Context: an optimization exercise on an open-source flow, tuned for small area, a short achievable clock period and few clock cycles. The choices shown serve that exercise and are no tape-out recipe. Function was not checked in any run shown here: the RTL went through the layout flow alone. No activity file was given, so power comes from the tool's default toggle rates.

File: design/flow/design.v
module stupid_NN_layer1(
input clk,
input reset_n,
input waitrequest,
input ready,
input readdatavalid,
input [15:0] readdata,
output chipselect,
output [1:0] byteenable,
output reg done,
output reg read_n,
output reg write_n,
output reg [15:0] writedata,
output [31:0] address
);
localparam [16:0] WB  = 17'h0E249;      
localparam [7:0]  PBH = 8'h52;          
localparam [7:0]  PLH = 8'h83;          
localparam [9:0]  NB  = 10'h151;        
localparam [9:0]  NE  = 10'h151 + 10'd198;
assign chipselect = 1'b1;
assign byteenable = 2'b11;
reg st_boot, st_idle, st_p, st_w, st_wr, st_done;
reg kc;                
reg rq, wq, dr, dr2, dr3;
reg wa_done, wb_done;  
reg [16:0] wa;         
reg [7:0]  ph;         
reg [9:0]  na;         
reg [1:0]  ret;        
reg [2:0]  out;        
reg [3:0]  msk;        
reg [15:0] ml;         
reg [4:0]  p0, p1;     
reg mv, pv;            
reg mn, pn;            
reg hd;                
reg [13:0] r0, r1;     
reg [5:0]  ta;         
reg [5:0]  sk;         
reg        skv;
reg [23:1] ad;         
reg wi_q, wn_q;        
wire adv   = (rq | wq) & ~waitrequest;    
wire acc_r = rq & ~waitrequest;
wire rdv   = readdatavalid;
wire timer_end = wa[16] & wa[15] & wa[10] & wa[9] & wa[7] & wa[5];  
wire start = st_idle & ready;
wire node_end = (ph == PLH) & (wa[1:0] == 2'd0);
wire last_pair = (na == NE);
wire cap = out[2] & out[1];
wire pair_done = st_wr & (hd ? wa_done : wb_done);   
wire a_p  = (st_w & kc & ~node_end) | (pair_done & ~last_pair);
wire a_w  = st_p | (st_w & ~kc);
wire a_wr = (st_w & kc & node_end) | (st_wr & ~pair_done);
wire a_done = pair_done & last_pair;
wire [16:0] wa_inc = wa + 17'd1;
wire [16:0] wa_nx  = wa + 17'd196;
wire [7:0]  ph_inc = ph + 8'd1;
wire [9:0]  na_inc = na + 10'd1;
wire [23:1] ad_nx = st_p ? {6'h3C, wi_q ? wa_inc : wn_q ? wa_nx : wa} :
                    (st_w & ~kc) ? {6'h3C, wa_nx} :
                    {13'h0050, (wa[1:0] == 2'd3) ? ph_inc : ph, wa_inc[1:0]};
always @(posedge clk) begin
  if (!reset_n) begin
    st_boot <= 1'b1; st_idle <= 1'b0; st_p <= 1'b0; st_w <= 1'b0; kc <= 1'b0;
    st_wr <= 1'b0; st_done <= 1'b0; rq <= 1'b0; wq <= 1'b0;
    dr <= 1'b0; dr2 <= 1'b0; dr3 <= 1'b0; wa_done <= 1'b0; wb_done <= 1'b0;
    wi_q <= 1'b0; wn_q <= 1'b0;
  end else begin
    st_boot <= st_boot & ~timer_end;
    wi_q <= adv & st_w & kc;
    wn_q <= adv & pair_done;
    st_idle <= (st_idle & ~ready) | (st_done & ~ready) | (st_boot & timer_end);
    st_done <= ready & (adv ? a_done : st_done);
    st_p  <= start | (adv ? a_p : st_p);
    st_w  <= adv ? a_w : st_w;
    kc    <= adv ? st_w & ~kc : kc;
    st_wr <= adv ? a_wr : st_wr;
    rq <= start | (adv ? (a_p | a_w) & ~cap : (st_p | st_w) & ~cap);
    dr <= st_wr & (out == 3'd0);
    dr2 <= st_wr & dr;
    dr3 <= st_wr & dr2;
    wq <= (adv ? a_wr : st_wr) & dr3 & (hd ? ~wa_done : ~wb_done) & ~(adv & pair_done);
    if (adv & st_wr & ~pair_done) begin
      if (hd) wb_done <= 1'b1; else wa_done <= 1'b1;
    end else if (adv & pair_done) begin
      wa_done <= 1'b0; wb_done <= 1'b0;
    end
  end
end
always @(posedge clk) begin
  if (!reset_n) wa <= 17'd0;
  else if (st_idle) wa <= WB;
  else if (st_boot | wi_q) wa <= wa_inc;
  else if (wn_q) wa <= wa_nx;
  if (st_idle | (wi_q & node_end)) ph <= PBH;
  else if (wi_q & (wa[1:0] == 2'd3)) ph <= ph_inc;
  if (st_idle) na <= NB;
  else if (wn_q) na <= na + 10'd2;
  if (st_idle | (adv & pair_done)) ad <= {13'h0050, PBH, 2'b01};
  else if (st_wr) ad <= {13'h0026, hd ? na : na_inc};
  else if (adv) ad <= ad_nx;
  if (st_idle) ret <= 2'd0;
  else if (rdv) ret <= {ret == 2'd1, ret == 2'd0};
  if (st_boot | st_idle) out <= 3'd0;
  else if (rdv) out <= acc_r ? out : out - 3'd1;
  else out <= acc_r ? out + 3'd1 : out;
end
always @(posedge clk) if (rdv && ret == 2'd0)
  msk <= {|readdata[15:12], |readdata[11:8], |readdata[7:4], |readdata[3:0]};
always @(posedge clk) begin
  ml <= readdata & {{4{msk[3]}}, {4{msk[2]}}, {4{msk[1]}}, {4{msk[0]}}};
  mv <= rdv & (ret != 2'd0);
  mn <= ret[1];
  p0 <= {ml[3], ml[3:0]} + {ml[7], ml[7:4]};
  p1 <= {ml[11], ml[11:8]} + {ml[15], ml[15:12]};
  pv <= mv; pn <= mn;
end
wire [5:0] term = {p0[4], p0} + {p1[4], p1};
always @(posedge clk) begin
  if (!reset_n) begin hd <= 1'b0; skv <= 1'b0; end
  else begin hd <= ~hd; skv <= pv & (skv | (pn == hd)); end
  sk <= term;
  ta <= skv ? sk : (pv & (pn != hd)) ? term : 6'd0;
  r0 <= r1;
  r1 <= (st_boot | (st_wr & adv)) ? 14'd0 : r0 + {{8{ta[5]}}, ta};
end
always @(*) begin
  done = st_done;
  read_n = ~rq;
  write_n = ~wq;
  writedata = {{2{r0[13]}}, r0};
end
assign address = {8'd0, ad, 1'b0};
endmodule
File: design/flow/standard.sh
#!/bin/bash
# synth_recipe.tcl (not shown) runs the flow's synth.tcl, then flattens the netlist and writes it again
# the make line also repeats each setting of config.mk as NAME=value (left out here)
make -C /OpenROAD-flow-scripts/flow DESIGN_CONFIG=/design/flow/config.mk WORK_HOME=/design/flow/orfs CLKGATE_MAP_FILE= SYNTH_SCRIPT=/design/flow/synth_recipe.tcl "${@:-finish}"
File: design/flow/constraint.sdc
create_clock -name core_clock -period 5.0 [get_ports {clk}]
set_input_delay 1.0000 -clock core_clock [delete_from_list [all_inputs] [get_ports {clk}]]
set_output_delay 1.0000 -clock core_clock [all_outputs]
set_load 0.01 [all_outputs]
File: design/flow/config.mk
export PLATFORM = sky130hd
export DESIGN_NAME = stupid_NN_layer1
export DESIGN_NICKNAME = stupid_NN_layer1
export VERILOG_FILES = /design/flow/design.v
export SDC_FILE = /design/flow/constraint.sdc
export NUM_CORES = 4
export LEC_CHECK = 0
export ABC_CLOCK_PERIOD_IN_PS = 2000
export CAP_MARGIN = 20
export CORE_MARGIN = 2
export CORE_UTILIZATION = 40
export CTS_BUF_LIST = sky130_fd_sc_hd__clkbuf_4 sky130_fd_sc_hd__clkbuf_8
export CTS_CLUSTER_DIAMETER = 100
export CTS_CLUSTER_SIZE = 30
export SETUP_SLACK_MARGIN = 3.0
export SLEW_MARGIN = 20
File: design/flow/flow/run.sh
#!/bin/bash
set -e
export BUFFER_PORTS_ARGS="-buffer_cell sky130_fd_sc_hd__buf_2"
export CTS_ARGS="-sink_clustering_enable -repair_clock_nets -sink_clustering_size 30 -sink_clustering_max_diameter 100 -buf_list {sky130_fd_sc_hd__clkbuf_4 sky130_fd_sc_hd__clkbuf_8} -dont_use_dummy_load"
bash standard.sh > standard.log 2>&1
==> results.sh, run 1 <==
export IMPL_met3_usage_pct=3.53
export IMPL_cp_end_kind="output port"
export IMPL_fin_skew_ns=0.0199
export IMPL_drv_cap=0
export IMPL_cp_max_fo=3
export IMPL_syn_area_um2=7240
export IMPL_cp_required_ns=4.00
export IMPL_ys_types=72
export IMPL_synth_avg_cell_area_um2=8.86
export IMPL_crit_chain="inv_2 > buf_6"
export IMPL_cts_sinks=149
export IMPL_drc_errors=0
export IMPL_clockBufferDepth=2
export IMPL_path_class="reg2out"
export IMPL_power_density_nw_per_um2=289
export IMPL_synth_edf_count=4
export IMPL_start_util_pct=40.6
export IMPL_synth_flop_cell="dfxtp_1"
export IMPL_p_leak_nw=3.25
export IMPL_htreeDepth=4
export IMPL_dr_pass1_iters=7
export IMPL_vias_per_cell=5.41
export IMPL_overflow=0
export IMPL_grt_max_degree=26
export IMPL_clk_pin_slew_ns=0.07
export IMPL_place_inst=1061
export IMPL_layout_min_cycle_time_ns=1.95
export IMPL_hold_path_class="reg2reg"
export IMPL_cp_arrival_ns=0.95
export IMPL_hold_buffers=0
export IMPL_synthToLayoutAreaGrowth_pct=14.5
export IMPL_grt_pass1_wl_mm=27.1
export IMPL_die_x_um=139
export IMPL_final_cell_mix="dfxtp_1, nor2_1, nand2_1"
export IMPL_io_pins=75
export IMPL_worstMarginPinSlew_ns=0.721
export IMPL_drt_iter0_drc=804
export IMPL_die_y_um=139
export IMPL_wl_per_cell_um=15.6
export IMPL_grt_use_total_pct=17.4
export IMPL_grt_busiest_layer="met2"
export IMPL_finalWeightedCongestion=0.899
export IMPL_finalPower_w=0.00240
export IMPL_grt_use_met1_pct=23.1
export IMPL_dp_hpwl_mm=12.2
export IMPL_max_slew_margin_pct=51.6
export IMPL_setup_viol=0
export IMPL_ys_async_sr_fraction_pct=0
export IMPL_whs_ns=0.311
export IMPL_hold_violations=0
export IMPL_std_cell_rows=49
export IMPL_num_fill_cells=1719
export IMPL_ant_nets=0
export IMPL_diodes=0
export IMPL_nNetsFinal=932
export IMPL_synth_cells=817
export IMPL_drv_slew=0
export IMPL_synth_seq_area_share_pct=41.8
export IMPL_num_vias=5964
export IMPL_clock_latency_ns=0.44
export IMPL_cts_tree="built"
export IMPL_synth_seq_cells=149
export IMPL_rsz0062_at_grt="yes"
export IMPL_crit_path_top_delay_cell="dfxtp_2"
export IMPL_antenna_found_initial=0
export IMPL_ir_drop_mv=0.201
export IMPL_max_stage_delay_ns=0.35
export IMPL_globalRouteMet2Util_pct=27.4
export IMPL_fin_tns_setup_ns=0
export IMPL_cts_buffers=17
export IMPL_cp_top_family="flip-flops"
export IMPL_drive_gt1_share_pct=20.6
export IMPL_outcome="timing/DRC/antenna clean"
export IMPL_layout_cells_non_filler=1102
export IMPL_start_kind="register"
export IMPL_final_common_cell="dfxtp_1"
export IMPL_portBuffers=60
export IMPL_totalWireLength_mm=17.2
export IMPL_max_freq_mhz=512
export IMPL_cp_num_buf_inv=2
export IMPL_die_area_um2=19200
export IMPL_finalCritPeriodShare_pct=39.1
export IMPL_grt_pass1_vias=5401
export IMPL_ys_warn_count=1
export IMPL_core_um2=17800
export IMPL_cts_root_buf="clkbuf_8"
area by class of cell:
type / instances / area [um2] / area share (%)
clock buffers: 17 / 234 / 2.82
flip-flops and latches: 149 / 3090 / 37.2
inverters: 21 / 97.6 / 1.18
well taps: 229 / 287 / 3.46
multi-input cells: 598 / 4040 / 48.7
repair buffers: 88 / 551 / 6.64
metal layers:
metal	vias up	part of all wire [%]	wire length (um)
met4	0	2.5	428
met3	30	6.6	1140
met1	2740	46	7810
met2	252	45	7780
met5	-	0	0
li1	2942	-	-
per-stage QoR:
stage	utilization [%]	worst slack, ns	cell area (um2)
6_report	46.5	3.05	8290
5_1_grt	46.5	2.96	8290
3_3_place_gp	42.6	2.51	7590
3_5_place_dp	42.6	2.47	7590
2_1_floorplan	-	2.96	7310
4_1_cts	44.9	2.99	8010
cells in the mapped netlist (all sizes together) (20+ instances only):
library cell | instances | area share, %
buf | 34 | 3.2
xor2 | 32 | 3.9
dfxtp | 145 | 40
o21ai | 30 | 2.1
nor2 | 85 | 4.4
nor3 | 20 | 1.4
and2 | 22 | 1.9
xnor2 | 43 | 5.2
a21oi | 60 | 4.3
clkbuf | 27 | 1.4
inv | 21 | 1.1
ha | 31 | 5.4
nand2 | 76 | 3.9
cell families after synthesis:
family          share of synthesized area, %
simple gates                            20.2
compound gates                          15.3
flops                                   41.8
buf+inv                                 5.72
xor+xnor                                9.08
fa+ha+maj                               6.74
mux                                     1.16
other cells                            0.104
flip-flops by register name (all words and copies together), names as in the netlist, 8 cells and up, named ones only:
register	flops
ad	18
ml	16
wa	16
r0	14
r1	14
na	9
ph	8
power breakdown:
| part | internal [W] | total, W | leakage [nW] | switching [W] |
|---|---|---|---|---|
| Clock | 0.000299 | 0.000677 | 0.122 | 0.000378 |
| Combinational | 0.000167 | 0.000341 | 1.89 | 0.000174 |
| Sequential | 0.00131 | 0.00138 | 1.23 | 0.0000728 |
timing repair:
item / in CTS / in global routing
setup buffers: 6 / 18
hold endpoints to repair: 0 / 0
pin swaps: 2 / 19
setup endpoints to repair: 49 / 31
gates resized for setup: 47 / 41
worst paths after layout:
kind / depth (start not counted) / slack (ns) / start / endpoint
worst max-delay path: 2 / 3.05 / rq$_SDFF_PN0_ / read_n
worst min-delay path: 0 / 0.31 / r1[1]$_SDFF_PP0_ / r0[1]$_DFF_P_
worst max register to register: 8 / 3.08 / r0[0]$_DFF_P_ / r1[10]$_SDFF_PP0_
worst min register to register: 0 / 0.31 / r1[1]$_SDFF_PP0_ / r0[1]$_DFF_P_
==> run 2: changes to the inputs <==
--- a/design/flow/design.v
+++ b/design/flow/design.v
@@ -18,5 +18,5 @@
 localparam [7:0]  PLH = 8'h83;          
 localparam [9:0]  NB  = 10'h151;        
-localparam [9:0]  NE  = 10'h151 + 10'd198;
+localparam [9:0]  NE  = 10'h151 + 10'd199;
 assign chipselect = 1'b1;
 assign byteenable = 2'b11;
@@ -24,5 +24,5 @@
 reg kc;                
 reg rq, wq, dr, dr2, dr3;
-reg wa_done, wb_done;  
+reg wdn;               
 reg [16:0] wa;         
 reg [7:0]  ph;         
@@ -41,5 +41,4 @@
 reg        skv;
 reg [23:1] ad;         
-reg wi_q, wn_q;        
 wire adv   = (rq | wq) & ~waitrequest;    
 wire acc_r = rq & ~waitrequest;
@@ -50,5 +49,5 @@
 wire last_pair = (na == NE);
 wire cap = out[2] & out[1];
-wire pair_done = st_wr & (hd ? wa_done : wb_done);   
+wire pair_done = st_wr & wdn;    
 wire a_p  = (st_w & kc & ~node_end) | (pair_done & ~last_pair);
 wire a_w  = st_p | (st_w & ~kc);
@@ -59,5 +58,5 @@
 wire [7:0]  ph_inc = ph + 8'd1;
 wire [9:0]  na_inc = na + 10'd1;
-wire [23:1] ad_nx = st_p ? {6'h3C, wi_q ? wa_inc : wn_q ? wa_nx : wa} :
+wire [23:1] ad_nx = st_p ? {6'h3C, wa} :
                     (st_w & ~kc) ? {6'h3C, wa_nx} :
                     {13'h0050, (wa[1:0] == 2'd3) ? ph_inc : ph, wa_inc[1:0]};
@@ -66,10 +65,7 @@
     st_boot <= 1'b1; st_idle <= 1'b0; st_p <= 1'b0; st_w <= 1'b0; kc <= 1'b0;
     st_wr <= 1'b0; st_done <= 1'b0; rq <= 1'b0; wq <= 1'b0;
-    dr <= 1'b0; dr2 <= 1'b0; dr3 <= 1'b0; wa_done <= 1'b0; wb_done <= 1'b0;
-    wi_q <= 1'b0; wn_q <= 1'b0;
+    dr <= 1'b0; dr2 <= 1'b0; dr3 <= 1'b0; wdn <= 1'b0;
   end else begin
     st_boot <= st_boot & ~timer_end;
-    wi_q <= adv & st_w & kc;
-    wn_q <= adv & pair_done;
     st_idle <= (st_idle & ~ready) | (st_done & ~ready) | (st_boot & timer_end);
     st_done <= ready & (adv ? a_done : st_done);
@@ -82,10 +78,6 @@
     dr2 <= st_wr & dr;
     dr3 <= st_wr & dr2;
-    wq <= (adv ? a_wr : st_wr) & dr3 & (hd ? ~wa_done : ~wb_done) & ~(adv & pair_done);
-    if (adv & st_wr & ~pair_done) begin
-      if (hd) wb_done <= 1'b1; else wa_done <= 1'b1;
-    end else if (adv & pair_done) begin
-      wa_done <= 1'b0; wb_done <= 1'b0;
-    end
+    wq <= (adv ? a_wr : st_wr) & dr3 & (~hd == (adv ? st_wr & ~wdn : wdn));
+    if (adv & st_wr) wdn <= ~wdn;
   end
 end
@@ -93,12 +85,12 @@
   if (!reset_n) wa <= 17'd0;
   else if (st_idle) wa <= WB;
-  else if (st_boot | wi_q) wa <= wa_inc;
-  else if (wn_q) wa <= wa_nx;
-  if (st_idle | (wi_q & node_end)) ph <= PBH;
-  else if (wi_q & (wa[1:0] == 2'd3)) ph <= ph_inc;
+  else if (st_boot) wa <= wa_inc;
+  else wa <= adv ? ((st_w & kc) ? wa_inc : pair_done ? wa_nx : wa) : wa;
+  if (st_idle | (adv & st_w & kc & node_end)) ph <= PBH;
+  else if (adv & st_w & kc & (wa[1:0] == 2'd3)) ph <= ph_inc;
   if (st_idle) na <= NB;
-  else if (wn_q) na <= na + 10'd2;
+  else if (adv & st_wr) na <= na_inc;
   if (st_idle | (adv & pair_done)) ad <= {13'h0050, PBH, 2'b01};
-  else if (st_wr) ad <= {13'h0026, hd ? na : na_inc};
+  else if (st_wr) ad <= {13'h0026, adv ? na_inc : na};
   else if (adv) ad <= ad_nx;
   if (st_idle) ret <= 2'd0;
==> results.sh, run 2 <==
export IMPL_outcome="timing/DRC/antenna clean"
export IMPL_synth_avg_cell_area_um2=9.33
export IMPL_drive_gt1_share_pct=22.4
export IMPL_met3_usage_pct=4.57
export IMPL_clk_pin_slew_ns=0.07
export IMPL_grt_use_met1_pct=24.9
export IMPL_core_um2=17400
export IMPL_power_switching_share_pct=26.9
export IMPL_crit_path_top_delay_cell="a2111oi_4"
export IMPL_layout_min_cycle_time_ns=2.02
export IMPL_largest_register="ad"
export IMPL_die_y_um=138
export IMPL_combPwrFrac_pct=16.5
export IMPL_power_density_nw_per_um2=303
export IMPL_grt_max_degree=32
export IMPL_ys_async_sr_fraction_pct=0
export IMPL_cp_end_kind="register"
export IMPL_top_regs="ad x18, ml x16, wa x16"
export IMPL_wl_per_cell_um=15.6
export IMPL_finalWeightedCongestion=0.827
export IMPL_dp_hpwl_mm=11.1
export IMPL_drc_errors=0
export IMPL_cts_sinks=147
export IMPL_synth_seq_area_share_pct=41.5
export IMPL_start_kind="primary input"
export IMPL_max_slew_margin_pct=49.9
export IMPL_globalRouteMet2Util_pct=27.8
export IMPL_final_cell_mix="dfxtp_1, nor2_1, buf_2"
export IMPL_whs_ns=0.312
export IMPL_seqCellArea_um2=3020
export IMPL_synth_edf_count=4
export IMPL_clkPwrFrac_pct=27.1
export IMPL_totalWireLength_mm=16.4
export IMPL_rrSetupSlack_ns=3.03
export IMPL_yosysMostFrequentCell="dfxtp_1"
export IMPL_clockBufferDepth=2
export IMPL_fin_skew_ns=0.0319
export IMPL_ant_nets=0
export IMPL_crit_chain="buf_8 > o21ba_4 > a31oi_4 > a2111oi_4 > xor2_1 > o21a_1"
export IMPL_final_util_pct=47.1
export IMPL_grt_busiest_layer="met2"
export IMPL_finalCritPeriodShare_pct=40.4
export IMPL_start_util_pct=41.2
export IMPL_hold_path_class="reg2reg"
export IMPL_cp_top_family="compound AO/OA/AOI/OAI gates"
export IMPL_intPower_w=0.00182
export IMPL_cp_arrival_ns=2.35
export IMPL_vias_per_cell=5.40
export IMPL_synth_flop_cell="dfxtp_1"
export IMPL_num_vias=5671
export IMPL_setup_viol=0
export IMPL_synth_largest_area_cell="dfxtp_1"
export IMPL_p_sw_w=0.000669
export IMPL_synth_commonest_cells="dfxtp_1, nor2_1, nand2_1"
export IMPL_portBuffers=60
export IMPL_yosys_area_top_type_share_pct=39.9
export IMPL_cts_buffers=17
export IMPL_cp_max_fo=6
export IMPL_io_pins=75
export IMPL_cts_tree="built"
export IMPL_path_class="in2reg"
export IMPL_die_x_um=138
export IMPL_hold_violations=0
export IMPL_die_area_um2=19000
export IMPL_grt_pass1_wl_mm=27.1
export IMPL_nNetsFinal=885
export IMPL_ys_types=84
export IMPL_synthToLayoutAreaGrowth_pct=14.4
export IMPL_drv_slew=0
export IMPL_p_leak_nw=3.27
export IMPL_drv_cap=0
export IMPL_fin_tns_setup_ns=0
export IMPL_worstMarginPinSlew_ns=0.745
export IMPL_std_cell_rows=48
export IMPL_syn_area_um2=7180
export IMPL_overflow=0
export IMPL_synth_seq_cells=147
export IMPL_cp_required_ns=5.33
export IMPL_ys_warn_count=1
export IMPL_dr_pass1_iters=5
export IMPL_ir_drop_mv=0.190
export IMPL_cp_num_buf_inv=1
export IMPL_synth_cells=770
export IMPL_antenna_found_initial=0
export IMPL_final_common_cell="dfxtp_1"
export IMPL_clock_latency_ns=0.45
export IMPL_largest_reg_flops=18
export IMPL_multi_input_area_um2=4080
export IMPL_max_stage_delay_ns=0.41
export IMPL_grt_pass1_vias=5449
export IMPL_synthTopCellsByArea="dfxtp_1, ha_1, xnor2_1"
export IMPL_drt_iter0_drc=374
export IMPL_diodes=0
export IMPL_rsz0062_at_grt="yes"
export IMPL_htreeDepth=4
export IMPL_num_fill_cells=1671
export IMPL_grt_use_total_pct=18.2
export IMPL_cts_root_buf="clkbuf_8"
export IMPL_max_freq_mhz=495
export IMPL_power_frac_seq_pct=56.3
-- run 2: changes by cell type in the layout (fill, tap and decap cells not counted), sizes merged, moves of 6 or more --
| cell | delta |
|---|---|
| a211oi | +6 |
| xor2 | -7 |
| inv | +10 |
| and3 | +6 |
| nand2 | -22 |
| o21a | +8 |
| xnor2 | -6 |
| nor2 | -23 |
| buf | -7 |
| a21oi | -19 |
-- run 2: power by group through the flow --
| stage | combinational [W] | clock, W | sequential, W |
|---|---|---|---|
| floorplan | 0.000288 | 0 | 0.00142 |
| global placement | 0.000394 | 0 | 0.00142 |
| detailed placement | 0.000400 | 0 | 0.00143 |
| CTS | 0.000408 | 0.000700 | 0.00140 |
| global route | 0.000473 | 0.000747 | 0.00142 |
| finish | 0.000411 | 0.000675 | 0.00140 |
-- run 2: area by class of cell --
cell class                      count  area share, %
Multi-Input combinational cell    550           49.7
Sequential cell                   147           36.8
Timing Repair Buffer               81           5.94
Tap cell                          225           3.43
Clock buffer                       17           2.85
Inverter                           30           1.37
-- run 2: logic make-up after synthesis --
| kind of cell | Yosys count | share of synthesized area (%) |
|---|---|---|
| AO/OA/AOI/OAI | 176 | 18.0 |
| XOR/XNOR | 62 | 7.56 |
| adder cells (fa/ha/maj) | 37 | 6.97 |
| buffers and inverters | 88 | 6.13 |
| flip-flops | 147 | 41.5 |
| multiplexers | 7 | 1.18 |
| other | 2 | 0.105 |
| AND/OR/NAND/NOR | 251 | 18.5 |
-- run 2: worst reg2reg max path, delay by kind of cell, from the launching register on --
family,cells,cell delay [ns]
AO/OA/AOI/OAI,3,0.54
adder cells (fa/ha/maj),1,0.18
flip-flops,1,0.41
AND/OR/NAND/NOR,2,0.74
-- run 2: path summary, 6_finish.rpt --
| kind | depth (start not counted) | to | from |
|---|---|---|---|
| worst max-delay path | 6 | wa[15]$_SDFFE_PN0P_ | waitrequest |
| worst min-delay path | 0 | r0[7]$_DFF_P_ | r1[7]$_SDFF_PP0_ |
| worst min register to register | 0 | r0[7]$_DFF_P_ | r1[7]$_SDFF_PP0_ |
| worst max register to register | 6 | ad[10]$_SDFFE_PP0P_ | wa[0]$_SDFFE_PN0P_ |
-- run 2: layer usage --
layer	vias up	wire length [um]
met5	-	0
met3	19	919
li1	2806	-
met4	0	265
met2	175	7270
met1	2671	7940
-- run 2: metrics by stage --
step,setup WS [ns],std cells,total power [W],instance area (um2)
2_1_floorplan,2.76,782,0.00171,7330
3_3_place_gp,2.12,1012,0.00182,7580
3_5_place_dp,2.10,1012,0.00183,7580
4_1_cts,2.97,1043,0.00251,8070
5_1_grt,2.93,1050,0.00264,8210
6_report,2.98,1050,0.00249,8210
-- run 2: repair_timing --
item | in CTS | in global routing
endpoints found under the hold margin | 0 | 0
setup buffers | 11 | 7
gates cloned | 3 | 0
pin swaps | 5 | 9
gates resized for setup | 38 | 25
hold buffers | 0 | 0
endpoints found under the setup margin | 58 | 37

[separate check: timing with driven ports]
No port has a modelled driver above. Below, the same layouts with a new extraction and two added sets of constraints.
Step 1, drivers: a clkbuf_16 drives clk and a buf_2 each remaining input, both assumed.
Step 2 times the ports against the registers' clock, not the clock port: input delays grow and output delays shrink by t, the midpoint of the rising clock arrivals with the driver on.
a / b / c = no drivers / after step 1 / after step 2; a / b = the first two.
| run | shift t [ns] | slack for setup (ns) | slew at the worst register clock pin (ns) |
|---|---|---|---|
| run 1 | 0.473 | 3.047 / 3.011 / 2.668 | 0.08 / 0.08 |
| run 2 | 0.468 | 2.980 / 2.976 / 2.508 | 0.09 / 0.09 |
After both steps setup and hold are still met in every run listed. The setup slack of run 2, which loses most, moves by -0.004 ns with the drivers and by -0.472 ns with both steps.
